Background: an optimization exercise with open tools, aiming at small area, a short achievable clock period and few clock cycles. Do not read the settings as production practice. Where RTL was checked, it was by simulation tests only, not by an equivalence proof against the original. No functional check of the RTL was part of runs 1 and 2. Power is estimated from default activity; no workload was simulated.

==> design.v <==
module decoder(
	input  [31:0] inst,
	output [3:0]  rs1,
	output [3:0]  rs2,
	output [3:0]  rd,
	output [31:0] imm,
	output        uses1,      
	output        uses2,      
	output        bImm,       
	output        wr,         
	output        isLoad,
	output        isStore,
	output        isJal,
	output        isJalr,
	output        sub,        
	output        cmpUns,     
	output        rSum, rLt, rXor, rOr, rAnd, rSh, rImm, rTgt, rNpc,
	output        shLeft,
	output        cEq, cNe, cLe, cGe,
	output        ldByte, ldHalf, ldUns
);
	wire [4:0] op = inst[6:2];
	wire [2:0] f3 = inst[14:12];
	wire lui   = op == 5'b01101;
	wire auipc = op == 5'b00101;
	wire jal   = op == 5'b11011;
	wire jalr  = op == 5'b11001;
	wire br    = op == 5'b11000;
	wire ld    = op == 5'b00000;
	wire st    = op == 5'b01000;
	wire opi   = op == 5'b00100;
	wire opr   = op == 5'b01100;
	wire alu   = opi | opr;
	assign rs1 = inst[18:15];
	assign rs2 = inst[23:20];
	assign rd  = inst[10:7];
	wire [31:0] immI = {{20{inst[31]}}, inst[31:20]};
	wire [31:0] immS = {{20{inst[31]}}, inst[31:25], inst[11:7]};
	wire [31:0] immB = {{19{inst[31]}}, inst[31], inst[7], inst[30:25], inst[11:8], 1'b0};
	wire [31:0] immU = {inst[31:12], 12'b0};
	wire [31:0] immJ = {{11{inst[31]}}, inst[31], inst[19:12], inst[20], inst[30:21], 1'b0};
	assign imm = st ? immS : br ? immB : (lui | auipc) ? immU : jal ? immJ : immI;
	assign uses1   = ~(lui | auipc | jal);
	assign uses2   = opr | br | st;
	assign bImm    = opi | ld | st | jalr;
	assign wr      = alu | lui | auipc | jal | jalr | ld;
	assign isLoad  = ld;
	assign isStore = st;
	assign isJal   = jal;
	assign isJalr  = jalr;
	assign sub    = br | (alu & f3[2:1] == 2'b01) | (opr & f3 == 3'b000 & inst[30]);
	assign cmpUns = br ? f3[1] : f3[0];
	assign rSum  = (alu & f3 == 3'b000) | ld | st;
	assign rLt   = alu & f3[2:1] == 2'b01;
	assign rXor  = alu & f3 == 3'b100;
	assign rOr   = alu & f3 == 3'b110;
	assign rAnd  = alu & f3 == 3'b111;
	assign rSh   = alu & f3[1:0] == 2'b01;
	assign shLeft = ~f3[2];
	assign rImm  = lui;
	assign rTgt  = auipc;
	assign rNpc  = jal | jalr;
	assign cEq = br & f3 == 3'b000;
	assign cNe = br & f3 == 3'b001;
	assign cLe = br & f3[2] & ~f3[0];
	assign cGe = br & f3[2] &  f3[0];
	assign ldByte = f3[1:0] == 2'b00;
	assign ldHalf = f3[1:0] == 2'b01;
	assign ldUns  = f3[2];
endmodule
module alu(a, b, sub, cmpUns, shLeft, sum, lt, eq, shOut);
	input  [31:0] a, b;
	input  sub, cmpUns, shLeft;
	output [31:0] sum;
	output lt, eq;
	output [31:0] shOut;
	wire [31:0] bx = b ^ {32{sub}};
	wire [32:0] s  = {a, 1'b1} + {bx, sub};
	assign sum = s[32:1];
	wire sg = ~cmpUns;
	assign lt = {a[31] ^ sg, a[30:0]} < {b[31] ^ sg, b[30:0]};
	assign eq = a == b;
	reg [31:0] ain, rout;
	integer i;
	always @* begin
		for (i = 0; i < 32; i = i + 1) ain[i] = shLeft ? a[31 - i] : a[i];
	end
	wire [31:0] r = ain >> b[4:0];
	always @* begin
		for (i = 0; i < 32; i = i + 1) rout[i] = shLeft ? r[31 - i] : r[i];
	end
	assign shOut = rout;
endmodule
module loadUnit(ldByte, ldHalf, ldUns, memData, out);
	input ldByte, ldHalf, ldUns;
	input [31:0] memData;
	output [31:0] out;
	wire s = ~ldUns & memData[31];
	assign out[31:16] = (ldByte | ldHalf) ? {16{s}} : memData[31:16];
	assign out[15:8]  = ldByte ? {8{s}} : ldHalf ? memData[31:24] : memData[15:8];
	assign out[7:0]   = ldByte ? memData[31:24] : ldHalf ? memData[23:16] : memData[7:0];
endmodule
module bancoRegistrador(clk, reset, rs1, rs2, data, rd, wEn, r1, r2);
	input clk, reset;
	input [3:0] rs1, rs2, rd;
	input wEn;                
	input [31:0] data;
	output [31:0] r1, r2;
	reg [31:0] registers [1:15];
	reg [15:1] valid;
	integer i;
	always @(posedge clk) begin
		for (i = 1; i < 16; i = i + 1)
			if (wEn && rd == i) registers[i] <= data;
	end
	always @(posedge clk) begin
		if (reset) valid <= 15'b0;
		else if (wEn) valid[rd] <= 1'b1;
	end
	wire wt1 = wEn && rd == rs1;
	wire wt2 = wEn && rd == rs2;
	reg [31:0] a, b;
	always @* begin
		a = wt1 ? data : 32'b0;
		b = wt2 ? data : 32'b0;
		for (i = 1; i < 16; i = i + 1) begin
			if (rs1 == i && valid[i] && !(wEn && rd == i)) a = a | registers[i];
			if (rs2 == i && valid[i] && !(wEn && rd == i)) b = b | registers[i];
		end
	end
	assign r1 = a;
	assign r2 = b;
endmodule
module fewcore (clk, reset, imem_addr, imem_rdata, dmem_addr, dmem_wdata, dmem_we, dmem_rdata);
	input clk, reset;
	output [31:0] imem_addr;
	input  [31:0] imem_rdata;
	output [31:0] dmem_addr;
	output [31:0] dmem_wdata;
	output dmem_we;
	input  [31:0] dmem_rdata;
	reg  [31:0] pcF;           
	reg         fv;            
	wire        redir;
	wire [31:0] redirPc;
	wire        dHaz;
	assign imem_addr = redir ? redirPc : pcF;
	wire [31:0] pcD = pcF - 32'd4;     
	wire        refetch = fv & dHaz & ~redir;
	always @(posedge clk) begin
		if (reset) begin
			pcF <= 32'b0;
			fv  <= 1'b0;
		end else begin
			pcF <= refetch ? pcD : {imem_addr[31:2] + 30'd1, imem_addr[1:0]};
			fv  <= ~refetch;
		end
	end
	wire [3:0]  dRs1, dRs2, dRd;
	wire [31:0] dImm;
	wire dUses1, dUses2, dBImm, dWr, dLoad, dStore, dJal, dJalr, dSub, dCmpUns;
	wire dRSum, dRLt, dRXor, dROr, dRAnd, dRSh, dRImm, dRTgt, dRNpc, dShLeft;
	wire dCEq, dCNe, dCLe, dCGe, dLdByte, dLdHalf, dLdUns;
	decoder dec(
		.inst(imem_rdata), .rs1(dRs1), .rs2(dRs2), .rd(dRd), .imm(dImm),
		.uses1(dUses1), .uses2(dUses2), .bImm(dBImm), .wr(dWr),
		.isLoad(dLoad), .isStore(dStore), .isJal(dJal), .isJalr(dJalr),
		.sub(dSub), .cmpUns(dCmpUns),
		.rSum(dRSum), .rLt(dRLt), .rXor(dRXor), .rOr(dROr), .rAnd(dRAnd),
		.rSh(dRSh), .rImm(dRImm), .rTgt(dRTgt), .rNpc(dRNpc), .shLeft(dShLeft),
		.cEq(dCEq), .cNe(dCNe), .cLe(dCLe), .cGe(dCGe),
		.ldByte(dLdByte), .ldHalf(dLdHalf), .ldUns(dLdUns)
	);
	wire [31:0] dX = (dRTgt | dJal | dCEq | dCNe | dCLe | dCGe) ? pcD + dImm : dImm;
	reg  [3:0]  rdW;
	reg         wW, ldW, ldByteW, ldHalfW, ldUnsW;
	reg  [31:0] resW;
	wire [31:0] ldData, wbData;
	loadUnit lu(.ldByte(ldByteW), .ldHalf(ldHalfW), .ldUns(ldUnsW), .memData(dmem_rdata), .out(ldData));
	assign wbData = ldW ? ldData : resW;
	wire [31:0] rf1, rf2;
	bancoRegistrador rf(
		.clk(clk), .reset(reset), .rs1(dRs1), .rs2(dRs2),
		.data(wbData), .rd(rdW), .wEn(wW), .r1(rf1), .r2(rf2)
	);
	reg  [3:0] rdX;
	reg        wrX, ldX;       
	wire m1 = dRs1 == rdX && wrX;
	wire m2 = dRs2 == rdX && wrX;
	assign dHaz = ldX & ((dUses1 & m1) | (dUses2 & m2));
	reg  [31:0] aX, bX, xX, npcX;
	reg  fa, faR, fb, fbR, fi, fs, fsR;    
	reg  vX, stX, jmpX, jtX, subX, cmpUnsX, shLeftX;
	reg  rSumX, rLtX, rXorX, rOrX, rAndX, rShX, rXX, rNpcX;
	reg  cEqX, cNeX, cLeX, cGeX, ldByteX, ldHalfX, ldUnsX;
	always @(posedge clk) begin
		aX   <= rf1;
		bX   <= rf2;
		xX   <= dX;
		npcX <= pcF;
		rdX  <= dRd;
		fa <= m1;  faR <= ~m1;
		fb <= m2 & ~dBImm;  fbR <= ~m2 & ~dBImm;  fi <= dBImm;
		fs <= m2;  fsR <= ~m2;
		jtX  <= dJalr;
		subX <= dSub;  cmpUnsX <= dCmpUns;  shLeftX <= dShLeft;
		rSumX <= dRSum; rLtX <= dRLt; rXorX <= dRXor; rOrX <= dROr; rAndX <= dRAnd;
		rShX <= dRSh; rXX <= dRImm | dRTgt; rNpcX <= dRNpc;
		ldByteX <= dLdByte; ldHalfX <= dLdHalf; ldUnsX <= dLdUns;
		stX  <= dStore;
		jmpX <= dJal | dJalr;
		cEqX <= dCEq; cNeX <= dCNe; cLeX <= dCLe; cGeX <= dCGe;
		if (reset) begin
			vX <= 1'b0; wrX <= 1'b0; ldX <= 1'b0;
		end else begin
			vX   <= fv & ~redir & ~dHaz;
			wrX  <= fv & ~redir & ~dHaz & dWr & (dRd != 4'd0);
			ldX  <= fv & ~redir & ~dHaz & dLoad;
		end
	end
	wire [31:0] opA = ({32{fa}} & resW) | ({32{faR}} & aX);
	wire [31:0] opB = ({32{fb}} & resW) | ({32{fbR}} & bX) | ({32{fi}} & xX);
	wire [31:0] stData = ({32{fs}} & resW) | ({32{fsR}} & bX);
	wire [31:0] sum, shOut;
	wire lt, eq;
	alu alu_m(.a(opA), .b(opB), .sub(subX), .cmpUns(cmpUnsX), .shLeft(shLeftX),
	          .sum(sum), .lt(lt), .eq(eq), .shOut(shOut));
	wire [31:0] res = ({32{rSumX}} & sum) | {31'b0, rLtX & lt} |
	                  ({32{rXorX}} & (opA ^ opB)) | ({32{rOrX}} & (opA | opB)) |
	                  ({32{rAndX}} & (opA & opB)) | ({32{rShX}} & shOut) |
	                  ({32{rXX}} & xX) | ({32{rNpcX}} & npcX);
	wire taken = jmpX | (cEqX & eq) | (cNeX & ~eq) | (cLeX & (lt | eq)) | (cGeX & ~lt);
	assign redir   = vX & taken;
	assign redirPc = jtX ? {sum[31:1], 1'b0} : xX;
	assign dmem_addr  = sum;
	assign dmem_wdata = stData;
	assign dmem_we    = vX & stX & ~reset;
	always @(posedge clk) begin
		resW <= res;
		rdW  <= rdX;
		ldByteW <= ldByteX; ldHalfW <= ldHalfX; ldUnsW <= ldUnsX;
		if (reset) begin
			wW  <= 1'b0;
			ldW <= 1'b0;
		end else begin
			wW  <= vX & wrX;
			ldW <= ldX;
		end
	end
endmodule
==> run.sh <==
#!/bin/bash
# synth_recipe.tcl (not shown) runs the flow's synth.tcl, then flattens the netlist and writes it again
# the make line also repeats each setting of config.mk as NAME=value (left out here)
make -C /OpenROAD-flow-scripts/flow DESIGN_CONFIG=/design/flow/config.mk WORK_HOME=/design/flow/orfs CLKGATE_MAP_FILE= SYNTH_SCRIPT=/design/flow/synth_recipe.tcl finish
==> config.mk <==
export PLATFORM = sky130hd
export DESIGN_NAME = fewcore
export DESIGN_NICKNAME = fewcore
export VERILOG_FILES = /design/flow/design.v
export SDC_FILE = /design/flow/constraint.sdc
export NUM_CORES = 4
export LEC_CHECK = 0
export ABC_CLOCK_PERIOD_IN_PS = 4000
export CAP_MARGIN = 20
export CORE_MARGIN = 2
export CORE_UTILIZATION = 40
export PLACE_DENSITY = 0.6
export SLEW_MARGIN = 20
==> constraint.sdc <==
create_clock -name core_clock -period 12.5 [get_ports {clk}]
set_input_delay 2.5000 -clock core_clock [delete_from_list [all_inputs] [get_ports {clk}]]
set_output_delay 2.5000 -clock core_clock [all_outputs]
set_load 0.01 [all_outputs]
==> metrics.yaml, run 1 <==
synth_enable_flop_cells: 480
power.share.combinational_pct: 11.3
vias: 36470
core_area_um2: 100000
wl_per_cell_um: 34.06
nFillCells: 9227
async_flop_share_pct: 0
p_switching_uw: 1522
synthTopCellsByArea: "edfxtp_1 (36%), dfxtp_1 (12%), ha_1 (5.3%)"
grt_pass1_wl_mm: 248.4
drc_errors: 0
min_path_type: "register to register"
fin_crit_sh_pct: 78.72
reg2reg_depth: 21
cp_slowest_stage_delay_ps: 750
netlist_area_um2: 40310
drv_slew: 0
yosysUniqueCellTypes: 100
avgSynthCellArea_um2: 10.57
viasPerCell: 6.933
hold_depth: 0
synth_seq_cells: 731
path_clk_slew_ps: 60
post_cts.repair.setup_buffers: 0
die_h_um: 321.5
tightestPinTransition_ps: 1329
timing.slew.headroom_pct: 10.44
fin_skew_ps: 51.05
min_period_ps: 9840
crit_chain: "buf_4 > a22oi_1 > nand2_1 > inv_1 > xnor2_1 > ha_1 > a21oi_1 > a21oi_1 > a211oi_4 > o211ai_2 > nand3_1 > a31oi_1 > o41ai_1 > xnor2_1 > mux2i_1 > o21ai_0 > clkdlybuf4s50_1"
yosysTopAreaCellShare_pct: 35.76
finalSetupViolCount: 0
synth_warnings: 4
drt-total-wl_mm: 179.2
use_met1_pct: 45.10
clock-sinks: 731
clock_latency_ps: 680
grt_util_met2_pct: 48.25
ant_nets: 0
path_buf_inv: 3
start_kind: "register"
pwr-share-seq_pct: 45.0
seqCellArea_um2: 19440
yosysSeqAreaShare_pct: 48.22
cts-resized-gates: 0
hold_buffers: 0
antenna_found_initial: 6
leakage_uw: 0.01659
hold_slack_ps: 326.5
cp.depth: 17
crit_family: "compound AO/OA/AOI/OAI gates"
rows: 116
htreeDepth: 3
drtIter0Drc: 7722
synth_common_cells: "edfxtp_1 (480), nand2_1 (309), a22oi_1 (281)"
cts-root-buf: "clkbuf_16"
p_clk_share_pct: 43.7
netlist_instances: 3813
intPower_uw: 4330
synth_ff_type: "edfxtp_1"
slowest_stage: "nand2_1"
cts_inserted_buffers: 81
initial_core_util_pct: 40.31
place_congestion: 0.9970
fmax_mhz: 101.6
tns_ps: 0
hold_viol: 0
ir_drop_mv: 0.09855
grt.total_usage_pct: 33.49
multi_input_area_um2: 19500
syn_to_final_growth_pct: 15.04
power_density_nw_per_um2: 126.2
port_buffers: 160
cp-end-kind: "output port"
grt_busiest_layer: "met2"
dr.pass1.iters: 10
die_x_um: 321.5
dieArea_um2: 103300
path_class: "register to output port"
outcome: "timing/DRC/antenna clean"
synth_most_common_cell: "edfxtp_1"
grt_max_degree: 58
synth_top_cell_by_area: "edfxtp_1"
hpwl_mm: 115.1
place_inst: 5110
cts_buffer_depth: 3
overflow: 0
syn-num-nets: 4052
stdcell_count: 5260
worst_ep_arrival_time_ps: 7340
grt_pass1_vias: 33950
cts_tree: "yes"
ios: 163
p_sw_share_pct: 26.01
drive_gt1_share_pct: 9.417
cp.required_ps: 10000
rsz0062_at_grt: "false"
fin_nets: 4134
max_cap_viol_count: 0
path_max_fanout: 32
met3_usage_pct: 11.52
[power groups by stage]
stage	registers [uW]	clock network, uW	logic, uW
2_1_floorplan	2650	0	423
3_3_place_gp	2680	0	633
3_5_place_dp	2680	0	636
4_1_cts	2630	2570	639
5_1_grt	2630	2670	710
6_report	2630	2560	662
[state kept, by name (all words and copies together) (netlist names), 4 cells and up]
name          count
aX               32
bX               32
npcX             32
pcF              32
rdW               4
rdX               4
resW             32
rf.registers    480
rf.valid         15
xX               32
[metrics by stage]
| step | area (um^2) | setup WS (ps) | utilization [%] | power [uW] |
|---|---|---|---|---|
| 2_1_floorplan | 40310 | 5382 | - | 3077 |
| 3_3_place_gp | 43490 | 3610 | 43.49 | 3315 |
| 3_5_place_dp | 43500 | 3585 | 43.50 | 3318 |
| 4_1_cts | 46360 | 2856 | 46.36 | 5839 |
| 5_1_grt | 46370 | 2476 | 46.37 | 6006 |
| 6_report | 46370 | 2660 | 46.37 | 5852 |
[cells by family after synthesis]
kind of cell	synth area share (%)
flops	48.22
mux	3.700
simple gates	12.80
buf+inv	4.001
xor+xnor	3.451
compound gates	22.44
fa+ha+maj	5.388
[final timing paths]
check | slack, ps | endpoint | from
setup / recovery | 2660 | imem_addr[31] | fi
hold / removal | 330 | ldByteW | ldByteX
setup reg to reg | 4210 | pcF[30] | fb
hold reg to reg | 330 | ldByteW | ldByteX
[per-layer routing]
metal  vias up  wire (um)  part of all wire [%]
met2      2969      74640                    42
met1     17830      69020                    39
met5         -         90                 0.050
li1      15110          -                     -
met3       554      26320                    15
met4         8       9090                   5.1
[cells in the final DEF (no fill, tap or decap), types with 26 or more instances in the layout]
cell type and instances:
edfxtp_1 480, nand2_1 309, a22oi_1 281, dfxtp_1 247, nor2_1 221, ha_1 172, a21oi_1 167, inv_1 162
clkdlybuf4s50_1 159, a222oi_1 156, o21ai_0 127, a22o_1 114, xnor2_1 99, buf_4 96, nand4_1 87, clkbuf_16 83
nand3_1 61, nor3_1 60, a221oi_1 56, xor2_1 53, mux2i_1 52, and3_1 48, nand2b_1 46, nor2b_1 35
a211oi_1 33, a21o_1 31, a31oi_1 29, mux4_2 27, nand4b_1 26
[area by class of cell]
| type | instances | share of cell area [%] |
|---|---|---|
| Multi-Input combinational cell | 2659 | 42.05 |
| Sequential cell | 731 | 41.93 |
| Timing Repair Buffer | 256 | 4.997 |
| Clock buffer | 107 | 4.867 |
| Tap cell | 1298 | 3.502 |
| Inverter | 166 | 1.344 |
| Clock inverter | 42 | 1.306 |
| Antenna cell | 1 | 0.005396 |
==> inputs of run 2 (changes only) <==
==> flow/run.sh (new file) <==
#!/bin/bash
# Own flow: the standard layout (standard.sh, unchanged synthesis), with
# the ports buffered by a plain buffer cell instead of the delay cell the
# resizer picks by default, and timing repair asked to leave setup margin.
set -uo pipefail
MARGIN=${FLOW_SETUP_MARGIN:-7}
bash standard.sh "SETUP_SLACK_MARGIN=$MARGIN" \
  "BUFFER_PORTS_ARGS=-buffer_cell sky130_fd_sc_hd__buf_2" \
  finish > standard_make.log 2>&1
status=$?
cp -f orfs/logs/sky130hd/fewcore/base/*.log . 2>/dev/null || true
exit $status
==> standard.sh (new file) <==
#!/bin/bash
# synth_recipe.tcl (not shown) runs the flow's synth.tcl, then flattens the netlist and writes it again
# the make line also repeats each setting of config.mk as NAME=value (left out here)
make -C /OpenROAD-flow-scripts/flow DESIGN_CONFIG=/design/flow/config.mk WORK_HOME=/design/flow/orfs CLKGATE_MAP_FILE= SYNTH_SCRIPT=/design/flow/synth_recipe.tcl "${@:-finish}"
removed: run.sh
==> metrics.yaml, run 2 <==
outcome: "timing/DRC/antenna clean"
leakage_uw: 0.01885  # +14%
core_area_um2: 100000  # unchanged
synth_top_cell_by_area: "edfxtp_1"
drtIter0Drc: 7759  # +0.48%
grt_pass1_wl_mm: 254.7  # +2.5%
async_flop_share_pct: 0  # unchanged
clock-sinks: 731  # unchanged
drt-total-wl_mm: 188.1  # +5.0%
synth_enable_flop_cells: 480  # unchanged
final_cell_mix: "edfxtp_1 (480), buf_4 (301), a22oi_1 (278)"
ant_nets: 0  # unchanged
synthTopCellsByArea: "edfxtp_1 (36%), dfxtp_1 (12%), ha_1 (5.3%)"
syn-num-nets: 4052  # unchanged
ios: 163  # unchanged
overflow: 0  # unchanged
synth_most_common_cell: "edfxtp_1"
synth_ff_type: "edfxtp_1"
drv_slew: 0  # unchanged
vias: 38320  # +5.1%
cts_buffer_depth: 3  # unchanged
highest_layer: "met5"
rsz0062_at_grt: "true"
syn_to_final_growth_pct: 25.99
start_kind: "register"
dieArea_um2: 103300  # unchanged
rows: 116  # unchanged
p_switching_uw: 1587  # +4.3%
max_cap_viol_count: 0  # unchanged
fin_crit_sh_pct: 58.76  # -20 points
tns_ps: 0  # unchanged
dr.pass1.iters: 11  # +1
yosysTopAreaCellShare_pct: 35.76  # unchanged
power.share.combinational_pct: 14.0  # +2.7 points
nFillCells: 8750  # -5.2%
largest-register: "rf.registers"
cp.required_ps: 10000  # about the same
ir_drop_mv: 0.1005  # +2.0%
path_class: "register to output port"
synth_seq_cells: 731  # unchanged
cp-end-kind: "output port"
largest_reg_flops: 480  # unchanged
finalSetupViolCount: 0  # unchanged
viasPerCell: 6.917  # -0.22%
cts_inserted_buffers: 80  # -1.2%
pwr-share-seq_pct: 44.7  # -0.3 points
min_path_type: "register to register"
mostFrequentLayoutCell: "edfxtp_1"
hold_viol: 0  # unchanged
yosysSeqAreaShare_pct: 48.22  # unchanged
cts_tree: "yes"
routedLengthMet1_mm: 69.15  # +0.19%
die_h_um: 321.5  # unchanged
htreeDepth: 3  # unchanged
min_period_ps: 7345  # -2495 ps
place_congestion: 1.001  # +0.43%
p_clk_share_pct: 41.3  # -2.4 points
avgSynthCellArea_um2: 10.57  # unchanged
intPower_uw: 4314  # -0.37%
worst_ep_arrival_time_ps: 4850  # -2490 ps
grt_max_degree: 58  # unchanged
initial_core_util_pct: 40.31  # unchanged
grt.total_usage_pct: 34.32  # +0.83 points
crit_chain: "buf_8 > a222oi_1 > inv_1 > ha_4 > nor4_4 > nand4_1 > buf_6 > or3_4 > nor2_4 > mux2_4 > a311oi_4 > a21o_4 > buf_12 > buf_16 > o21ai_2 > buf_4 > buf_2"
netlist_instances: 3813  # unchanged
synth_warnings: 4  # unchanged
drc_errors: 0  # unchanged
cp_slowest_stage_delay_ps: 410  # -340 ps
power_density_nw_per_um2: 116.2  # -7.9%
dr_wl_met3_mm: 30.73  # +17%
synth_common_cells: "edfxtp_1 (480), nand2_1 (309), a22oi_1 (281)"
slowest_stage: "dfxtp_4"
antenna_found_initial: 7  # +1
netlist_area_um2: 40310  # unchanged
p_sw_share_pct: 26.89  # +0.88 points
clock_latency_ps: 680  # about the same
fmax_mhz: 136.1  # +34%
tightestPinTransition_ps: 1230  # -99.02 ps
path_max_fanout: 6  # -81%
dr_wl_met2_mm: 77.43  # +3.7%
path_clk_slew_ps: 60  # about the same
port_buffers: 160  # unchanged
wl_per_cell_um: 33.95  # -0.32%
cts-root-buf: "clkbuf_16"
drive_gt1_share_pct: 25.66  # +16 points
timing.slew.headroom_pct: 17.75  # +7.3 points
grt_pass1_vias: 34920  # +2.9%
die_x_um: 321.5  # unchanged
fin_total_pwr_uw: 5901  # +0.84%
fin_nets: 4414  # +6.8%
yosysUniqueCellTypes: 100  # unchanged
fin_skew_ps: 43.71  # -7.338 ps
hpwl_mm: 115.0  # about the same
==> run 2: cell count changes in the layout (fill, tap and decap cells not counted), moves of 22 or more <==
cell and delta:
o21ai_4 +22, ha_4 +24, nand2_1 -37, o21ai_0 -33, buf_2 +111, ha_1 -40
a21oi_1 -25, buf_6 +76, clkdlybuf4s50_1 -159, buf_4 +205
==> run 2: power groups by stage <==
stage | sequential, uW | combinational [uW] | clock (uW)
after floorplan | 2650 | 452 | 0
after global placement | 2680 | 627 | 0
after detailed placement | 2680 | 631 | 0
after CTS | 2630 | 702 | 2440
after global routing | 2630 | 871 | 2550
final | 2640 | 829 | 2440
==> run 2: area by class of cell <==
type                    instances  area (um^2)  area share [%]
repair buffers                532         4569           8.996
repair inverters                2        13.76         0.02710
inverters                     166        699.4           1.377
clock buffers                 115         2235           4.400
well taps                    1298         1624           3.198
multi-input cells            2662        21740           42.79
clock inverters                32        461.7          0.9090
diodes                          1        2.502        0.004927
flip-flops and latches        731        19450           38.29
==> run 2: what timing repair did <==
action                     4_1_cts  5_1_grt
hold buffers                     0        0
hold endpoints to repair         0        0
gates resized for setup        220      278
buffers inserted               106      156
gates cloned                    14        5
pin swaps                       86      144
setup endpoints to repair      112       92
==> run 2: logic make-up after synthesis <==
logic type,after synthesis,share of synthesized area [%]
compound gates,1185,22.44
xor+xnor,155,3.451
fa+ha+maj,173,5.388
buf+inv,423,4.001
flops,731,48.22
mux,107,3.700
simple gates,1039,12.80
==> run 2: metal layers <==
metal	up-vias	global-route usage, %
met5	-	0.8983
met2	3301	48.65
met1	18640	45.37
met3	653	14.02
met4	18	15.77
li1	15700	-
==> run 2: worst paths after layout <==
check / cells after the start / slack [ps] / startpoint / endpoint
worst min register to register: 0 / 330 / ldUnsX / ldUnsW
worst min-delay path: 0 / 330 / ldUnsX / ldUnsW
worst max-delay path: 17 / 5150 / fb / imem_addr[31]
worst max register to register: 24 / 6380 / fb / pcF[24]
==> run 2: critical path, delay by kind of cell (launching register included) <==
kind	cells	cell delay, ps
and+or+nand+nor	4	1040
AOI/OAI and AO/OA	4	1040
buffers and inverters	7	1090
DFF	1	410
adders and majority gates	1	270
muxes	1	320
==> run 2: metrics by stage <==
step	std cells	utilization, %	hold WS [ps]	worst slack [ps]	area [um^2]
after floorplan	3813	-	309.6	6145	41140
after detailed placement	5110	43.23	317.9	4182	43240
after CTS	5377	48.14	330.7	5217	48140
final	5539	50.79	326.9	5155	50790
after global placement	5110	43.23	311.5	4233	43240
after global routing	5538	50.79	338.0	5090	50790
==> inputs of run 3 (changes only) <==
--- a/design.v
+++ b/design.v
@@ -48,9 +48,9 @@
 	assign isStore = st;
 	assign isJal   = jal;
 	assign isJalr  = jalr;
-	assign sub    = br | (alu & f3[2:1] == 2'b01) | (opr & f3 == 3'b000 & inst[30]);
+	assign sub    = (alu & f3[2:1] == 2'b01) | (opr & f3 == 3'b000 & inst[30]);
 	assign cmpUns = br ? f3[1] : f3[0];
-	assign rSum  = (alu & f3 == 3'b000) | ld | st;
+	assign rSum  = alu & f3 == 3'b000;
 	assign rLt   = alu & f3[2:1] == 2'b01;
 	assign rXor  = alu & f3 == 3'b100;
 	assign rOr   = alu & f3 == 3'b110;
@@ -68,24 +68,25 @@
 	assign ldHalf = f3[1:0] == 2'b01;
 	assign ldUns  = f3[2];
 endmodule
-module alu(a, b, sub, cmpUns, shLeft, sum, lt, eq, shOut);
+module alu(a, b, sub, cmpUns, shLeft, shamt, sum, lt, shOut);
 	input  [31:0] a, b;
 	input  sub, cmpUns, shLeft;
+	input  [4:0] shamt;
 	output [31:0] sum;
-	output lt, eq;
+	output lt;
 	output [31:0] shOut;
 	wire [31:0] bx = b ^ {32{sub}};
-	wire [32:0] s  = {a, 1'b1} + {bx, sub};
+	wire [33:0] s  = {1'b0, a, 1'b1} + {1'b0, bx, sub};
 	assign sum = s[32:1];
-	wire sg = ~cmpUns;
-	assign lt = {a[31] ^ sg, a[30:0]} < {b[31] ^ sg, b[30:0]};
-	assign eq = a == b;
+	wire ltu = ~s[33];
+	wire lts = (a[31] ^ b[31]) ? a[31] : s[32];
+	assign lt = cmpUns ? ltu : lts;
 	reg [31:0] ain, rout;
 	integer i;
 	always @* begin
 		for (i = 0; i < 32; i = i + 1) ain[i] = shLeft ? a[31 - i] : a[i];
 	end
-	wire [31:0] r = ain >> b[4:0];
+	wire [31:0] r = ain >> shamt;
 	always @* begin
 		for (i = 0; i < 32; i = i + 1) rout[i] = shLeft ? r[31 - i] : r[i];
 	end
@@ -139,21 +140,26 @@
 	output [31:0] dmem_wdata;
 	output dmem_we;
 	input  [31:0] dmem_rdata;
+	reg  [31:0] xX;
 	reg  [31:0] pcF;           
 	reg         fv;            
-	wire        redir;
-	wire [31:0] redirPc;
+	reg         again;         
+	wire        redirJ, redirB;
+	wire [31:0] jalrPc;
 	wire        dHaz;
-	assign imem_addr = redir ? redirPc : pcF;
-	wire [31:0] pcD = pcF - 32'd4;     
+	wire [31:0] pcF4 = {pcF[31:2] + 30'd1, pcF[1:0]};
+	assign imem_addr = redirJ ? jalrPc : redirB ? xX : again ? pcF : pcF4;
+	wire        redir   = redirJ | redirB;
 	wire        refetch = fv & dHaz & ~redir;
 	always @(posedge clk) begin
 		if (reset) begin
-			pcF <= 32'b0;
-			fv  <= 1'b0;
+			pcF   <= 32'hfffffffc;
+			fv    <= 1'b0;
+			again <= 1'b0;
 		end else begin
-			pcF <= refetch ? pcD : {imem_addr[31:2] + 30'd1, imem_addr[1:0]};
-			fv  <= ~refetch;
+			pcF   <= refetch ? pcF : imem_addr;
+			fv    <= ~refetch;
+			again <= refetch;
 		end
 	end
 	wire [3:0]  dRs1, dRs2, dRd;
@@ -171,7 +177,7 @@
 		.cEq(dCEq), .cNe(dCNe), .cLe(dCLe), .cGe(dCGe),
 		.ldByte(dLdByte), .ldHalf(dLdHalf), .ldUns(dLdUns)
 	);
-	wire [31:0] dX = (dRTgt | dJal | dCEq | dCNe | dCLe | dCGe) ? pcD + dImm : dImm;
+	wire [31:0] dX = (dRTgt | dJal | dCEq | dCNe | dCLe | dCGe) ? pcF + dImm : dImm;
 	reg  [3:0]  rdW;
 	reg         wW, ldW, ldByteW, ldHalfW, ldUnsW;
 	reg  [31:0] resW;
@@ -188,17 +194,18 @@
 	wire m1 = dRs1 == rdX && wrX;
 	wire m2 = dRs2 == rdX && wrX;
 	assign dHaz = ldX & ((dUses1 & m1) | (dUses2 & m2));
-	reg  [31:0] aX, bX, xX, npcX;
+	reg  [31:0] aX, bX;
+	reg  [4:0] shX;
 	reg  fa, faR, fb, fbR, fi, fs, fsR;    
-	reg  vX, stX, jmpX, jtX, subX, cmpUnsX, shLeftX;
+	reg  vX, stX, jalX, jtX, subX, cmpUnsX, shLeftX;
 	reg  rSumX, rLtX, rXorX, rOrX, rAndX, rShX, rXX, rNpcX;
 	reg  cEqX, cNeX, cLeX, cGeX, ldByteX, ldHalfX, ldUnsX;
 	always @(posedge clk) begin
 		aX   <= rf1;
-		bX   <= rf2;
+		bX   <= (dJal | dJalr) ? pcF4 : rf2;    
 		xX   <= dX;
-		npcX <= pcF;
 		rdX  <= dRd;
+		shX  <= dBImm ? dImm[4:0] : rf2[4:0];
 		fa <= m1;  faR <= ~m1;
 		fb <= m2 & ~dBImm;  fbR <= ~m2 & ~dBImm;  fi <= dBImm;
 		fs <= m2;  fsR <= ~m2;
@@ -208,7 +215,7 @@
 		rShX <= dRSh; rXX <= dRImm | dRTgt; rNpcX <= dRNpc;
 		ldByteX <= dLdByte; ldHalfX <= dLdHalf; ldUnsX <= dLdUns;
 		stX  <= dStore;
-		jmpX <= dJal | dJalr;
+		jalX <= dJal;
 		cEqX <= dCEq; cNeX <= dCNe; cLeX <= dCLe; cGeX <= dCGe;
 		if (reset) begin
 			vX <= 1'b0; wrX <= 1'b0; ldX <= 1'b0;
@@ -219,21 +226,26 @@
 		end
 	end
 	wire [31:0] opA = ({32{fa}} & resW) | ({32{faR}} & aX);
+	wire [31:0] opR = ({32{fs}} & resW) | ({32{fsR}} & bX);      
 	wire [31:0] opB = ({32{fb}} & resW) | ({32{fbR}} & bX) | ({32{fi}} & xX);
-	wire [31:0] stData = ({32{fs}} & resW) | ({32{fsR}} & bX);
+	wire [4:0]  shamt = fb ? resW[4:0] : shX;
 	wire [31:0] sum, shOut;
-	wire lt, eq;
-	alu alu_m(.a(opA), .b(opB), .sub(subX), .cmpUns(cmpUnsX), .shLeft(shLeftX),
-	          .sum(sum), .lt(lt), .eq(eq), .shOut(shOut));
+	wire lt;
+	alu alu_m(.a(opA), .b(opB), .sub(subX), .cmpUns(cmpUnsX), .shLeft(shLeftX), .shamt(shamt),
+	          .sum(sum), .lt(lt), .shOut(shOut));
+	wire [31:0] addr = opA + xX;
+	wire sg  = ~cmpUnsX;
+	wire bLt = {opA[31] ^ sg, opA[30:0]} < {opR[31] ^ sg, opR[30:0]};
+	wire bEq = opA == opR;
 	wire [31:0] res = ({32{rSumX}} & sum) | {31'b0, rLtX & lt} |
 	                  ({32{rXorX}} & (opA ^ opB)) | ({32{rOrX}} & (opA | opB)) |
 	                  ({32{rAndX}} & (opA & opB)) | ({32{rShX}} & shOut) |
-	                  ({32{rXX}} & xX) | ({32{rNpcX}} & npcX);
-	wire taken = jmpX | (cEqX & eq) | (cNeX & ~eq) | (cLeX & (lt | eq)) | (cGeX & ~lt);
-	assign redir   = vX & taken;
-	assign redirPc = jtX ? {sum[31:1], 1'b0} : xX;
-	assign dmem_addr  = sum;
-	assign dmem_wdata = stData;
+	                  ({32{rXX}} & xX) | ({32{rNpcX}} & bX);
+	assign redirJ = vX & jtX;
+	assign redirB = vX & (jalX | (cEqX & bEq) | (cNeX & ~bEq) | (cLeX & (bLt | bEq)) | (cGeX & ~bLt));
+	assign jalrPc = {addr[31:1], 1'b0};
+	assign dmem_addr  = addr;
+	assign dmem_wdata = opR;
 	assign dmem_we    = vX & stX & ~reset;
 	always @(posedge clk) begin
 		resW <= res;
==> run.sh (new file) <==
#!/bin/bash
# synth_recipe.tcl (not shown) runs the flow's synth.tcl, then flattens the netlist and writes it again
# the make line also repeats each setting of config.mk as NAME=value (left out here)
make -C /OpenROAD-flow-scripts/flow DESIGN_CONFIG=/design/flow/config.mk WORK_HOME=/design/flow/orfs CLKGATE_MAP_FILE= SYNTH_SCRIPT=/design/flow/synth_recipe.tcl finish
removed: flow/run.sh
removed: standard.sh
==> metrics.yaml, run 3 <==
outcome: "timing/DRC/antenna clean"
overflow: 0  # unchanged
port_buffers: 160  # unchanged
max_cap_viol_count: 0  # unchanged
clock_latency_ps: 690  # about the same
cp-end-kind: "output port"
synth-xor-area-share_pct: 4.140  # +0.69 points
die_x_um: 322.7  # +0.37%
start_kind: "register"
worst_ep_arrival_time_ps: 7780  # +2930 ps
yosys-mux-area-fraction_pct: 4.146  # +0.45 points
leakage_uw: 0.01663  # -12%
cp.required_ps: 10000  # about the same
synth_common_cells: "edfxtp_1 (480), nand2_1 (294), nor2_1 (271)"
yosysUniqueCellTypes: 81  # -19%
async_flop_share_pct: 0  # unchanged
synth_warnings: 4  # unchanged
fin_nets: 4257  # -3.6%
grt_max_degree: 50  # -14%
setup_ws_ps: 2222  # -2932 ps
initial_core_util_pct: 40.44  # +0.13 points
antenna_found_initial: 7  # unchanged
grt_pass1_wl_mm: 252.3  # -0.96%
ir_drop_mv: 0.1274  # +27%
timing.slew.headroom_pct: 24.47  # +6.7 points
rsz0062_at_grt: "false"
cts-root-buf: "clkbuf_16"
cts_buffer_depth: 3  # unchanged
multi_input_area_um2: 20390  # -6.2%
htreeDepth: 3  # unchanged
tightestPinTransition_ps: 1133  # -97.30 ps
dieArea_um2: 104100  # +0.75%
crit_chain: "buf_4 > a22oi_1 > inv_1 > ha_1 > nand4_1 > or4_1 > a21o_1 > a31oi_1 > o21ai_1 > a2111o_1 > nand2_1 > nor3_1 > a211oi_1 > clkdlybuf4s50_1"
die_h_um: 322.7  # +0.37%
seqCellArea_um2: 18950  # -2.6%
cp_slowest_stage_delay_ps: 910  # +500 ps
netlist_instances: 3913  # +2.6%
hold_viol: 0  # unchanged
grt.total_usage_pct: 33.68  # -0.64 points
syn_to_final_growth_pct: 14.73
synth_enable_flop_cells: 480  # unchanged
hpwl_mm: 117.1  # +1.8%
synth-compound-area-share_pct: 23.43  # +0.99 points
wl_per_cell_um: 33.30  # -1.9%
final_cell_mix: "edfxtp_1 (480), nand2_1 (294), a22oi_1 (258)"
ant_nets: 0  # unchanged
fin_skew_ps: 60.71  # +17.00 ps
rows: 116  # unchanged
core_area_um2: 100400  # +0.43%
post_cts.repair.setup_buffers: 0  # -100%
n_antenna_cell: 0  # -1
cts_tree: "yes"
pre_cts_ws_ps: 3168  # -1014 ps
mostFrequentLayoutCell: "edfxtp_1"
vias: 36990  # -3.5%
min_period_ps: 10280  # +2932 ps
power_density_nw_per_um2: 138.1  # +19%
largest-register: "rf.registers"
synth-simple-area-share_pct: 11.31  # -1.5 points
netlist_area_um2: 40620  # +0.76%
grt_pass1_vias: 34720  # -0.58%
synthTopCellsByArea: "edfxtp_1 (35%), dfxtp_1 (11%), ha_1 (6.3%)"
synth_seq_cells: 706  # -3.4%
cts-resized-gates: 0  # -100%
drt-total-wl_mm: 180.2  # -4.2%
synth_top_family_by_area: "compound AO/OA/AOI/OAI gates"
drc_errors: 0  # unchanged
slowest_stage: "a22oi_1"
ios: 163  # unchanged
yosysTopAreaCellShare_pct: 35.49  # -0.27 points
crit_family: "compound AO/OA/AOI/OAI gates"
synth_top_cell_by_area: "edfxtp_1"
nFillCells: 9419  # +7.6%
drive_gt1_share_pct: 9.398  # -16 points
drv_slew: 0  # unchanged
cts_inserted_buffers: 80  # unchanged
min_path_type: "register to register"
viasPerCell: 6.837  # -1.2%
clock-sinks: 706  # -3.4%
hold_buffers: 0  # unchanged
drtIter0Drc: 6417  # -17%
path_class: "register to output port"
largest_reg_flops: 480  # unchanged
path_buf_inv: 3  # -4
tns_ps: 0  # unchanged
synth_ff_type: "edfxtp_1"
avgSynthCellArea_um2: 10.38  # -1.8%
synth_most_common_cell: "edfxtp_1"
dr.pass1.iters: 10  # -1
synthAdderAreaFrac_pct: 6.352  # +0.96 points
path_clk_slew_ps: 60  # about the same
finalSetupViolCount: 0  # unchanged
syn-num-nets: 4184  # +3.3%
path_max_fanout: 21  # +15
yosysSeqAreaShare_pct: 46.63  # -1.6 points
place_congestion: 1.041  # +3.9%
fmax_mhz: 97.30  # -29%
fin_crit_sh_pct: 82.22  # +23 points
[run 3: changes by cell type after synthesis, moves of 25 or more]
cell	delta
nand4b_1	-26
a21oi_1	+67
a221oi_1	+41
a22o_1	-29
dfxtp_1	-25
and3_1	-34
ha_1	+31
xnor2_1	+27
o211ai_1	+35
nor2_1	+42
[run 3: worst paths after layout]
kind / to / cells past startpoint / slack (ps) / start
worst max-delay path: imem_addr[21] / 14 / 2220 / fa
worst min-delay path: ldByteW / 0 / 340 / ldByteX
worst max register to register: pcF[30] / 15 / 5340 / fa
worst min register to register: ldByteW / 0 / 340 / ldByteX
[run 3: layer usage]
metal	track usage, %	vias to the layer above	routed length (um)
li1	-	15560	-
met1	42.26	17980	65670
met2	50.94	2838	77220
met3	11.47	608	25940
met4	18.38	4	11340
met5	0	-	27
[run 3: power breakdown]
group          total (uW)  switching, uW  internal, uW
Combinational        1370            812           557
Clock                2370           1030          1340
Sequential           2700            158          2540
Total                6440           2000          4440
[run 3: cell type report]
| type | count | share of cell area, % |
|---|---|---|
| Clock buffer | 116 | 4.849 |
| Clock inverter | 34 | 0.8135 |
| Inverter | 156 | 1.257 |
| Multi-Input combinational cell | 2784 | 43.76 |
| Sequential cell | 706 | 40.66 |
| Tap cell | 1357 | 3.643 |
| Timing Repair Buffer | 258 | 5.015 |
[run 3: cells by family after synthesis]
kind of cell | Yosys count
AO/OA/AOI/OAI | 1295
AND/OR/NAND/NOR | 972
flip-flops | 706
buffers and inverters | 423
adder cells (fa/ha/maj) | 205
XOR/XNOR | 192
multiplexers | 120
[run 3: per-stage QoR]
| stage | area [um^2] | util, % | power [uW] | hold WS (ps) | cells |
|---|---|---|---|---|---|
| final | 46600 | 46.40 | 6437 | 338.8 | 5411 |
| after global routing | 46600 | 46.40 | 6633 | 342.2 | 5411 |
| after CTS | 46600 | 46.39 | 6413 | 338.7 | 5411 |
| after detailed placement | 43960 | 43.77 | 4077 | 313.9 | 5261 |
| after global placement | 43960 | 43.77 | 4069 | 317.1 | 5261 |
| after floorplan | 40620 | - | 3483 | 309.6 | 3913 |
Testbench counts of run 3, summed over its fixed seeds: cycles 63,270.
==> inputs of run 4 (changes only) <==
--- a/design.v
+++ b/design.v
@@ -1,3 +1,12 @@
+module forwardingBoard(a, b, f3, taken);
+	input [31:0] a, b;
+	input [2:0] f3;
+	output taken;
+	wire sg = ~f3[1];
+	wire lt = {a[31] ^ sg, a[30:0]} < {b[31] ^ sg, b[30:0]};
+	wire eq = a == b;
+	assign taken = f3[2] ? (f3[0] ? ~lt : (lt | eq)) : (f3[0] ? ~eq : eq);
+endmodule
 module decoder(
 	input  [31:0] inst,
 	output [3:0]  rs1,
@@ -68,10 +77,9 @@
 	assign ldHalf = f3[1:0] == 2'b01;
 	assign ldUns  = f3[2];
 endmodule
-module alu(a, b, sub, cmpUns, shLeft, shamt, sum, lt, shOut);
+module alu(a, b, sub, cmpUns, shLeft, sum, lt, shOut);
 	input  [31:0] a, b;
 	input  sub, cmpUns, shLeft;
-	input  [4:0] shamt;
 	output [31:0] sum;
 	output lt;
 	output [31:0] shOut;
@@ -86,7 +94,7 @@
 	always @* begin
 		for (i = 0; i < 32; i = i + 1) ain[i] = shLeft ? a[31 - i] : a[i];
 	end
-	wire [31:0] r = ain >> shamt;
+	wire [31:0] r = ain >> b[4:0];
 	always @* begin
 		for (i = 0; i < 32; i = i + 1) rout[i] = shLeft ? r[31 - i] : r[i];
 	end
@@ -140,17 +148,20 @@
 	output [31:0] dmem_wdata;
 	output dmem_we;
 	input  [31:0] dmem_rdata;
-	reg  [31:0] xX;
 	reg  [31:0] pcF;           
 	reg         fv;            
 	reg         again;         
-	wire        redirJ, redirB;
-	wire [31:0] jalrPc;
+	reg  [31:0] xX;            
+	reg  [31:0] aX, bX;        
+	reg         vX, jalrX, takeX;
+	wire [31:0] pcF4 = {pcF[31:2] + 30'd1, pcF[1:0]};
+	wire [31:0] addr = aX + xX;     
+	wire        redirJ = vX & jalrX;
+	wire        redirB = vX & takeX;
+	wire        redir  = redirJ | redirB;
 	wire        dHaz;
-	wire [31:0] pcF4 = {pcF[31:2] + 30'd1, pcF[1:0]};
-	assign imem_addr = redirJ ? jalrPc : redirB ? xX : again ? pcF : pcF4;
-	wire        redir   = redirJ | redirB;
 	wire        refetch = fv & dHaz & ~redir;
+	assign imem_addr = redirJ ? {addr[31:1], 1'b0} : redirB ? xX : again ? pcF : pcF4;
 	always @(posedge clk) begin
 		if (reset) begin
 			pcF   <= 32'hfffffffc;
@@ -177,7 +188,7 @@
 		.cEq(dCEq), .cNe(dCNe), .cLe(dCLe), .cGe(dCGe),
 		.ldByte(dLdByte), .ldHalf(dLdHalf), .ldUns(dLdUns)
 	);
-	wire [31:0] dX = (dRTgt | dJal | dCEq | dCNe | dCLe | dCGe) ? pcF + dImm : dImm;
+	wire dBr = dCEq | dCNe | dCLe | dCGe;
 	reg  [3:0]  rdW;
 	reg         wW, ldW, ldByteW, ldHalfW, ldUnsW;
 	reg  [31:0] resW;
@@ -189,34 +200,32 @@
 		.clk(clk), .reset(reset), .rs1(dRs1), .rs2(dRs2),
 		.data(wbData), .rd(rdW), .wEn(wW), .r1(rf1), .r2(rf2)
 	);
-	reg  [3:0] rdX;
-	reg        wrX, ldX;       
+	reg  [3:0]  rdX;
+	reg         wrX, ldX;      
+	wire [31:0] res;           
 	wire m1 = dRs1 == rdX && wrX;
 	wire m2 = dRs2 == rdX && wrX;
 	assign dHaz = ldX & ((dUses1 & m1) | (dUses2 & m2));
-	reg  [31:0] aX, bX;
-	reg  [4:0] shX;
-	reg  fa, faR, fb, fbR, fi, fs, fsR;    
-	reg  vX, stX, jalX, jtX, subX, cmpUnsX, shLeftX;
+	wire [31:0] dA = m1 ? res : rf1;
+	wire [31:0] dB = m2 ? res : rf2;
+	wire dTake;
+	forwardingBoard bcmp(.a(dA), .b(dB), .f3(imem_rdata[14:12]), .taken(dTake));
+	reg  fi, stX, subX, cmpUnsX, shLeftX;
 	reg  rSumX, rLtX, rXorX, rOrX, rAndX, rShX, rXX, rNpcX;
-	reg  cEqX, cNeX, cLeX, cGeX, ldByteX, ldHalfX, ldUnsX;
-	always @(posedge clk) begin
-		aX   <= rf1;
-		bX   <= (dJal | dJalr) ? pcF4 : rf2;    
-		xX   <= dX;
+	reg  ldByteX, ldHalfX, ldUnsX;
+	always @(posedge clk) begin
+		aX   <= dA;
+		bX   <= dB;
+		xX   <= (dRTgt | dJal | dBr) ? pcF + dImm : dImm;
 		rdX  <= dRd;
-		shX  <= dBImm ? dImm[4:0] : rf2[4:0];
-		fa <= m1;  faR <= ~m1;
-		fb <= m2 & ~dBImm;  fbR <= ~m2 & ~dBImm;  fi <= dBImm;
-		fs <= m2;  fsR <= ~m2;
-		jtX  <= dJalr;
+		fi   <= dBImm;
 		subX <= dSub;  cmpUnsX <= dCmpUns;  shLeftX <= dShLeft;
 		rSumX <= dRSum; rLtX <= dRLt; rXorX <= dRXor; rOrX <= dROr; rAndX <= dRAnd;
 		rShX <= dRSh; rXX <= dRImm | dRTgt; rNpcX <= dRNpc;
 		ldByteX <= dLdByte; ldHalfX <= dLdHalf; ldUnsX <= dLdUns;
-		stX  <= dStore;
-		jalX <= dJal;
-		cEqX <= dCEq; cNeX <= dCNe; cLeX <= dCLe; cGeX <= dCGe;
+		stX   <= dStore;
+		jalrX <= dJalr;
+		takeX <= dJal | (dBr & dTake);
 		if (reset) begin
 			vX <= 1'b0; wrX <= 1'b0; ldX <= 1'b0;
 		end else begin
@@ -225,27 +234,17 @@
 			ldX  <= fv & ~redir & ~dHaz & dLoad;
 		end
 	end
-	wire [31:0] opA = ({32{fa}} & resW) | ({32{faR}} & aX);
-	wire [31:0] opR = ({32{fs}} & resW) | ({32{fsR}} & bX);      
-	wire [31:0] opB = ({32{fb}} & resW) | ({32{fbR}} & bX) | ({32{fi}} & xX);
-	wire [4:0]  shamt = fb ? resW[4:0] : shX;
+	wire [31:0] opB = fi ? xX : bX;
 	wire [31:0] sum, shOut;
 	wire lt;
-	alu alu_m(.a(opA), .b(opB), .sub(subX), .cmpUns(cmpUnsX), .shLeft(shLeftX), .shamt(shamt),
+	alu alu_m(.a(aX), .b(opB), .sub(subX), .cmpUns(cmpUnsX), .shLeft(shLeftX),
 	          .sum(sum), .lt(lt), .shOut(shOut));
-	wire [31:0] addr = opA + xX;
-	wire sg  = ~cmpUnsX;
-	wire bLt = {opA[31] ^ sg, opA[30:0]} < {opR[31] ^ sg, opR[30:0]};
-	wire bEq = opA == opR;
-	wire [31:0] res = ({32{rSumX}} & sum) | {31'b0, rLtX & lt} |
-	                  ({32{rXorX}} & (opA ^ opB)) | ({32{rOrX}} & (opA | opB)) |
-	                  ({32{rAndX}} & (opA & opB)) | ({32{rShX}} & shOut) |
-	                  ({32{rXX}} & xX) | ({32{rNpcX}} & bX);
-	assign redirJ = vX & jtX;
-	assign redirB = vX & (jalX | (cEqX & bEq) | (cNeX & ~bEq) | (cLeX & (bLt | bEq)) | (cGeX & ~bLt));
-	assign jalrPc = {addr[31:1], 1'b0};
+	assign res = ({32{rSumX}} & sum) | {31'b0, rLtX & lt} |
+	             ({32{rXorX}} & (aX ^ opB)) | ({32{rOrX}} & (aX | opB)) |
+	             ({32{rAndX}} & (aX & opB)) | ({32{rShX}} & shOut) |
+	             ({32{rXX}} & xX) | ({32{rNpcX}} & pcF);
 	assign dmem_addr  = addr;
-	assign dmem_wdata = opR;
+	assign dmem_wdata = bX;
 	assign dmem_we    = vX & stX & ~reset;
 	always @(posedge clk) begin
 		resW <= res;
==> flow/run.sh (new file) <==
#!/bin/bash
# Own flow: the standard layout (standard.sh, unchanged synthesis), with
# the ports buffered by a plain buffer cell instead of the delay cell the
# resizer picks by default, and timing repair asked to leave setup margin.
set -uo pipefail
MARGIN=${FLOW_SETUP_MARGIN:-7}
bash standard.sh "SETUP_SLACK_MARGIN=$MARGIN" \
  "BUFFER_PORTS_ARGS=-buffer_cell sky130_fd_sc_hd__buf_2" \
  finish > standard_make.log 2>&1
status=$?
cp -f orfs/logs/sky130hd/fewcore/base/*.log . 2>/dev/null || true
exit $status
==> standard.sh (new file) <==
#!/bin/bash
# synth_recipe.tcl (not shown) runs the flow's synth.tcl, then flattens the netlist and writes it again
# the make line also repeats each setting of config.mk as NAME=value (left out here)
make -C /OpenROAD-flow-scripts/flow DESIGN_CONFIG=/design/flow/config.mk WORK_HOME=/design/flow/orfs CLKGATE_MAP_FILE= SYNTH_SCRIPT=/design/flow/synth_recipe.tcl "${@:-finish}"
==> config.mk (replaced) <==
export PLATFORM = sky130hd
export DESIGN_NAME = fewcore
export DESIGN_NICKNAME = fewcore
export VERILOG_FILES = /design/flow/design.v
export SDC_FILE = /design/flow/constraint.sdc
export NUM_CORES = 4
export LEC_CHECK = 0
export ABC_AREA = 1
export CAP_MARGIN = 20
export CORE_MARGIN = 2
export CORE_UTILIZATION = 55
export PLACE_DENSITY = 0.7
export SLEW_MARGIN = 20
removed: run.sh
==> metrics.yaml, run 4 <==
cts-root-buf: "clkbuf_16"
min_period_ps: 5666  # -4612 ps
synth_warnings: 4  # unchanged
hold_viol: 0  # unchanged
drt-total-wl_mm: 192.6  # +6.9%
pre_cts_ws_ps: 4194  # +1025 ps
wl_per_cell_um: 30.81  # -7.5%
mostFrequentLayoutCell: "nand2_1"
grt_pass1_vias: 37330  # +7.5%
final_cell_mix: "nand2_1 (970), inv_1 (551), edfxtp_1 (480)"
yosysTopAreaCellShare_pct: 35.08  # -0.40 points
placed_area_um2: 42860  # -2.5%
synth_top_cell_by_area: "edfxtp_1"
yosysUniqueCellTypes: 75  # -7.4%
fin_nets: 5488  # +29%
cp.required_ps: 13060  # +3060 ps
path_max_fanout: 6  # -71%
core_area_um2: 74200  # -26%
hpwl_mm: 127.9  # +9.2%
vias: 42120  # +14%
synth_enable_flop_cells: 480  # unchanged
setup_ws_ps: 6834  # +4612 ps
synth_most_common_cell: "nand2_1"
grt_pass1_wl_mm: 258.1  # +2.3%
place_congestion: 1.080  # +3.7%
cp_slowest_stage_delay_ps: 1040  # +130 ps
netlist_area_um2: 41090  # +1.2%
largest-register: "rf.registers"
grt_max_degree: 95  # +90%
outcome: "timing/DRC/antenna clean"
fin_crit_sh_pct: 45.33  # -37 points
die_x_um: 277.3  # -14%
start_kind: "input pin"
grt.total_usage_pct: 46.63  # +13 points
port_buffers: 160  # unchanged
synthTopCellsByArea: "edfxtp_1 (35%), dfxtp_1 (10%), nand2_1 (9.8%)"
timing.slew.headroom_pct: 12.59  # -12 points
path_class: "input pin to register"
place_inst: 5868  # +12%
fin_skew_ps: 68.34  # +7.628 ps
stdcell_count: 6250  # +16%
dr.pass1.iters: 9  # -1
cts_inserted_buffers: 75  # -6.3%
power_density_nw_per_um2: 127.0  # -8.1%
async_flop_share_pct: 0  # unchanged
ios: 163  # unchanged
crit_chain: "buf_6 > nand2_4 > nor3_1 > a32o_1 > a2111oi_2 > a41oi_2 > ha_2 > a21oi_4 > o21a_1 > o221ai_2 > a221oi_2 > buf_4 > nand2_1 > a21oi_2 > nand2_1 > nand3_2 > nand2_1"
antenna_found_initial: 4  # -3
htreeDepth: 3  # unchanged
drive_gt1_share_pct: 21.30  # +12 points
cp-end-kind: "register"
tightestPinTransition_ps: 1301  # +168.2 ps
leakage_uw: 0.02094  # +26%
overflow: 0  # unchanged
synth_seq_cells: 691  # -2.1%
viasPerCell: 6.739  # -1.4%
netlist_instances: 4865  # +24%
max_cap_viol_count: 0  # unchanged
drtIter0Drc: 7182  # +12%
worst_ep_arrival_time_ps: 6230  # -1550 ps
finalSetupViolCount: 0  # unchanged
fmax_mhz: 176.5  # +81%
cts_tree: "yes"
tns_ps: 0  # unchanged
syn-num-nets: 5135  # +23%
rows: 100  # -14%
final_util_pct: 68.04  # +22 points
yosysSeqAreaShare_pct: 45.36  # -1.3 points
ant_nets: 0  # unchanged
path_clk_slew_ps: 60  # about the same
clock-sinks: 691  # -2.1%
slowest_stage: "nor3_1"
dieArea_um2: 76900  # -26%
min_path_type: "register to register"
synth_ff_type: "edfxtp_1"
die_h_um: 277.3  # -14%
avgSynthCellArea_um2: 8.445  # -19%
largest_reg_flops: 480  # unchanged
synth_common_cells: "nand2_1 (1068), inv_1 (613), edfxtp_1 (480)"
drc_errors: 0  # unchanged
cts_buffer_depth: 3  # unchanged
clock_latency_ps: 670  # -20 ps
final_area_um2: 50480  # +8.3%
rsz0062_at_grt: "true"
syn_to_final_growth_pct: 22.87
hold_buffers: 0  # unchanged
initial_core_util_pct: 55.37  # +15 points
critPathMostFrequentCell: "nand2_1"
ir_drop_mv: 0.1231  # -3.4%
drv_slew: 0  # unchanged
[run 4: cell types whose count changed after synthesis, sizes merged, moves of 55 or more]
cell	before	now
nand2	294	1076
xnor2	126	26
a221oi	97	152
inv	156	633
o21ai	156	380
a22o	85	26
o22ai	7	153
clkbuf	223	145
a222oi	153	0
nand3	82	209
a22oi	258	36
[run 4: power breakdown]
group	internal, uW	switching, uW
Sequential	2520	132
Combinational	509	968
Clock	1290	989
Total	4320	2090
[run 4: area by class of cell]
cell class / instances / area, um^2
Multi-Input combinational cell: 3321 / 21170
Tap cell: 969 / 1212
Antenna cell: 3 / 7.507
Timing Repair Buffer: 484 / 4158
Clock buffer: 106 / 2136
Sequential cell: 691 / 18810
Inverter: 645 / 2614
Fill cell: 5897 / 23710
Clock inverter: 31 / 382.9
[run 4: repair_timing]
item / in CTS / in global routing
endpoints found under the setup margin: 77 / 52
gates resized for setup: 307 / 491
setup buffers: 53 / 174
pin swaps: 34 / 178
cloned: 4 / 10
[run 4: stage by stage]
step / hold slack [ps] / power, uW
3_5_place_dp: 315.4 / 3855
2_1_floorplan: 309.6 / 3368
3_3_place_gp: 315.1 / 3851
5_1_grt: 317.9 / 6557
4_1_cts: 306.3 / 6145
6_report: 302.6 / 6410
[run 4: cell families (layout without fill, tap and decap cells)]
kind of cell | Yosys count | in the layout | share of synthesized area (%)
other cells | 0 | 3 | 0
compound gates | 1254 | 1254 | 19.53
fa+ha+maj | 204 | 204 | 6.249
buf+inv | 853 | 1266 | 8.098
xor+xnor | 124 | 124 | 2.662
mux | 3 | 3 | 0.07309
simple gates | 1736 | 1736 | 18.03
flops | 691 | 691 | 45.36
[run 4: path summary, 6_finish.rpt]
path             startpoint     end  cells after the start  slack, ps
max reg2reg              fi   takeX                     27       7130
min                  ldUnsX  ldUnsW                      0        300
min reg2reg          ldUnsX  ldUnsW                      0        300
max          imem_rdata[17]   takeX                     17       6830
[run 4: worst max-delay path, delay by kind of cell]
| family | cells | cell delay (ps) |
|---|---|---|
| AO/OA/AOI/OAI | 8 | 1630 |
| AND/OR/NAND/NOR | 6 | 1400 |
| adder cells (fa/ha/maj) | 1 | 370 |
| buffers and inverters | 2 | 320 |
[run 4: per-layer routing]
metal,vias to the layer above,share of wire (%),GRT usage [%]
met1,19660,34,57.55
met2,3582,42,68.87
met5,-,0.0093,0
met4,2,9.8,36.98
li1,17920,-,-
met3,953,14,12.98
Testbench counts of run 4, summed over its fixed seeds: cycles 63,270.
==> inputs of run 5 (changes only) <==
--- a/config.mk
+++ b/config.mk
@@ -8,6 +8,6 @@
 export ABC_AREA = 1
 export CAP_MARGIN = 20
 export CORE_MARGIN = 2
-export CORE_UTILIZATION = 55
-export PLACE_DENSITY = 0.7
+export CORE_UTILIZATION = 40
+export PLACE_DENSITY = 0.6
 export SLEW_MARGIN = 20
==> metrics.yaml, run 5 <==
synth_warnings: 4  # unchanged
path_max_fanout: 3  # -3
netlist_instances: 4865  # unchanged
fin_total_pwr_uw: 6370  # -0.62%
drc_errors: 0  # unchanged
die_h_um: 324.5  # +17%
clock_latency_ps: 690  # +20 ps
grt.total_usage_pct: 34.21  # -12 points
synth_common_cells: "nand2_1 (1068), inv_1 (613), edfxtp_1 (480)"
dr.pass1.iters: 7  # -2
pwr-share-seq_pct: 41.3  # about the same
synth_enable_flop_cells: 480  # unchanged
synth-compound-area-share_pct: 19.53  # unchanged
min_period_ps: 5556  # -110.2 ps
p_clk_share_pct: 36.8  # +1.2 points
tightestPinTransition_ps: 1100  # -201.4 ps
mostFrequentLayoutCell: "nand2_1"
cp.required_ps: 13070  # about the same
intPower_uw: 4325  # about the same
hpwl_mm: 126.9  # -0.81%
cp_slowest_stage_delay_ps: 380  # -660 ps
path_class: "register to register"
synth-simple-area-share_pct: 18.03  # unchanged
leakage_uw: 0.02112  # +0.87%
p_switching_uw: 2045  # -2.1%
synth_top_cell_by_area: "edfxtp_1"
drv_slew: 0  # unchanged
cts-root-buf: "clkbuf_16"
die_x_um: 324.5  # +17%
fin_nets: 5505  # +0.31%
grt_max_degree: 60  # -37%
drtIter0Drc: 6403  # -11%
yosysTopAreaCellShare_pct: 35.08  # unchanged
fmax_mhz: 180.0  # +2.0%
port_buffers: 160  # unchanged
dieArea_um2: 105300  # +37%
finalSetupViolCount: 0  # unchanged
initial_core_util_pct: 40.32  # -15 points
cts_inserted_buffers: 77  # +2.7%
path_clk_slew_ps: 60  # about the same
critPathMostFrequentCell: "buf_4"
synth-xor-area-share_pct: 2.662  # unchanged
core_area_um2: 101900  # +37%
vias: 41330  # -1.9%
synthAdderAreaFrac_pct: 6.249  # unchanged
synth_most_common_cell: "nand2_1"
synthTopCellsByArea: "edfxtp_1 (35%), dfxtp_1 (10%), nand2_1 (9.8%)"
avgSynthCellArea_um2: 8.445  # unchanged
final_cell_mix: "nand2_1 (979), inv_1 (558), edfxtp_1 (480)"
hold_viol: 0  # unchanged
power_density_nw_per_um2: 124.7  # -1.8%
grt_pass1_wl_mm: 261.2  # +1.2%
slowest_stage: "dfxtp_4"
antenna_found_initial: 9  # +5
yosysSeqAreaShare_pct: 45.36  # unchanged
clock-sinks: 691  # unchanged
fin_skew_ps: 53.85  # -14.49 ps
grt_pass1_vias: 36840  # -1.3%
ios: 163  # unchanged
rows: 117  # +17%
drt-total-wl_mm: 194.8  # +1.1%
largest_reg_flops: 480  # unchanged
overflow: 0  # unchanged
tns_ps: 0  # unchanged
fin_crit_sh_pct: 44.44  # -0.88 points
largest-register: "rf.registers"
synth_ff_type: "edfxtp_1"
viasPerCell: 6.194  # -8.1%
cts_tree: "yes"
synth_seq_cells: 691  # unchanged
yosysUniqueCellTypes: 75  # unchanged
ir_drop_mv: 0.1082  # -12%
hold_slack_ps: 338.5  # +35.91 ps
cp-end-kind: "register"
synth_top_family_by_area: "compound AO/OA/AOI/OAI gates"
worst_ep_arrival_time_ps: 6130  # -100 ps
hold_buffers: 0  # unchanged
ant_nets: 0  # unchanged
place_congestion: 1.016  # -5.9%
syn-num-nets: 5135  # unchanged
start_kind: "register"
power.share.combinational_pct: 21.9  # -1.1 points
netlist_area_um2: 41090  # unchanged
p_sw_share_pct: 32.10  # -0.48 points
cts_buffer_depth: 3  # unchanged
min_path_type: "register to register"
outcome: "timing/DRC/antenna clean"
timing.slew.headroom_pct: 26.60  # +14 points
yosys-mux-area-fraction_pct: 0.07309  # unchanged
rsz0062_at_grt: "true"
htreeDepth: 3  # unchanged
max_cap_viol_count: 0  # unchanged
syn_to_final_growth_pct: 24.33
async_flop_share_pct: 0  # unchanged
wl_per_cell_um: 29.18  # -5.3%
drive_gt1_share_pct: 21.08  # -0.22 points
==> run 5: cell type report <==
class / instances / area, um^2
sequential: 691 / 18780
inverter: 645 / 2582
clock inverter: 47 / 521.8
antenna: 6 / 15.01
tap: 1368 / 1712
timing repair buffer: 499 / 4319
clock buffer: 96 / 2039
fill: 9576 / 50810
multi-input combinational: 3321 / 21110
==> run 5: worst paths after layout <==
| path | start | to | slack, ps | depth (start not counted) |
|---|---|---|---|---|
| worst max register to register | xX[0] | pcF[16] | 6940 | 38 |
| worst min-delay path | ldUnsX | ldUnsW | 340 | 0 |
| worst max-delay path | xX[0] | pcF[16] | 6940 | 38 |
| worst min register to register | ldUnsX | ldUnsW | 340 | 0 |
==> run 5: critical path, delay by kind of cell (launching register included) <==
kind                     cells  cell delay, ps
buffers and inverters       29            3480
AO/OA/AOI/OAI                5             720
adder cells (fa/ha/maj)      2             500
flip-flops                   1             380
XOR/XNOR                     1             270
AND/OR/NAND/NOR              1              90
==> run 5: cell families after synthesis <==
kind of cell | count (synthesis)
XOR/XNOR | 124
multiplexers | 3
flip-flops | 691
AND/OR/NAND/NOR | 1736
adder cells (fa/ha/maj) | 204
AO/OA/AOI/OAI | 1254
buffers and inverters | 853
==> run 5: routing by layer <==
metal	vias up	global-route usage [%]	wire, um
met5	-	0	98
met4	10	21.08	15350
met3	717	8.586	24730
met2	3023	53.14	84320
met1	19640	42.76	70250
li1	17940	-	-
==> run 5: power by group through the flow <==
stage,combinational (uW),sequential (uW),clock (uW)
final,1390,2630,2340
after global routing,1490,2630,2430
after CTS,1240,2620,2350
after detailed placement,1150,2670,0
after global placement,1140,2670,0
after floorplan,758,2610,0
==> run 5: metrics by stage <==
stage	std cells	instance area (um^2)	setup slack, ps	util, %
detailed placement	6273	43400	4710	42.60
CTS	6508	48160	6872	47.27
global route	6667	51070	6834	50.12
finish	6673	51080	6944	50.14
floorplan	4865	41090	7040	-
global placement	6273	43400	4802	42.60
==> run 5: repair_timing <==
item,4_1_cts,5_1_grt
resized for setup,381,369
pin swaps,61,147
endpoints found under the setup margin,80,70
setup buffers,89,145
cloned,3,14

[port drivers added, routing unchanged]
The results above use ideal ports. As a check the final layouts listed here were re-extracted and re-timed, cells and wires unchanged.
Step 1 assumes that a clkbuf_16 drives the clock port and a buf_2 every other input.
Step 2, shift: input delay + t, output delay - t, t = (earliest + latest rising clock arrival at the registers) / 2. This alone moves slack from input paths to output paths.
Slacks: ideal / step 1 / step 2; pairs: ideal / step 1.
run | t (ns) | slack for setup (ns) | worst setup path after step 2
run 1 | 0.727 | 2.660 / 2.589 / 3.316 | register to output
run 2 | 0.727 | 5.155 / 5.084 / 5.811 | register to output
run 3 | 0.728 | 2.222 / 2.152 / 2.879 | register to output
run 4 | 0.704 | 6.834 / 6.854 / 6.150 | input to register
run 5 | 0.740 | 6.944 / 6.940 / 6.250 | input to register
After both steps every run listed still meets setup and hold. For run 5, which loses most, drivers alone change the setup slack by -0.004 ns; drivers and shift together by -0.694 ns.
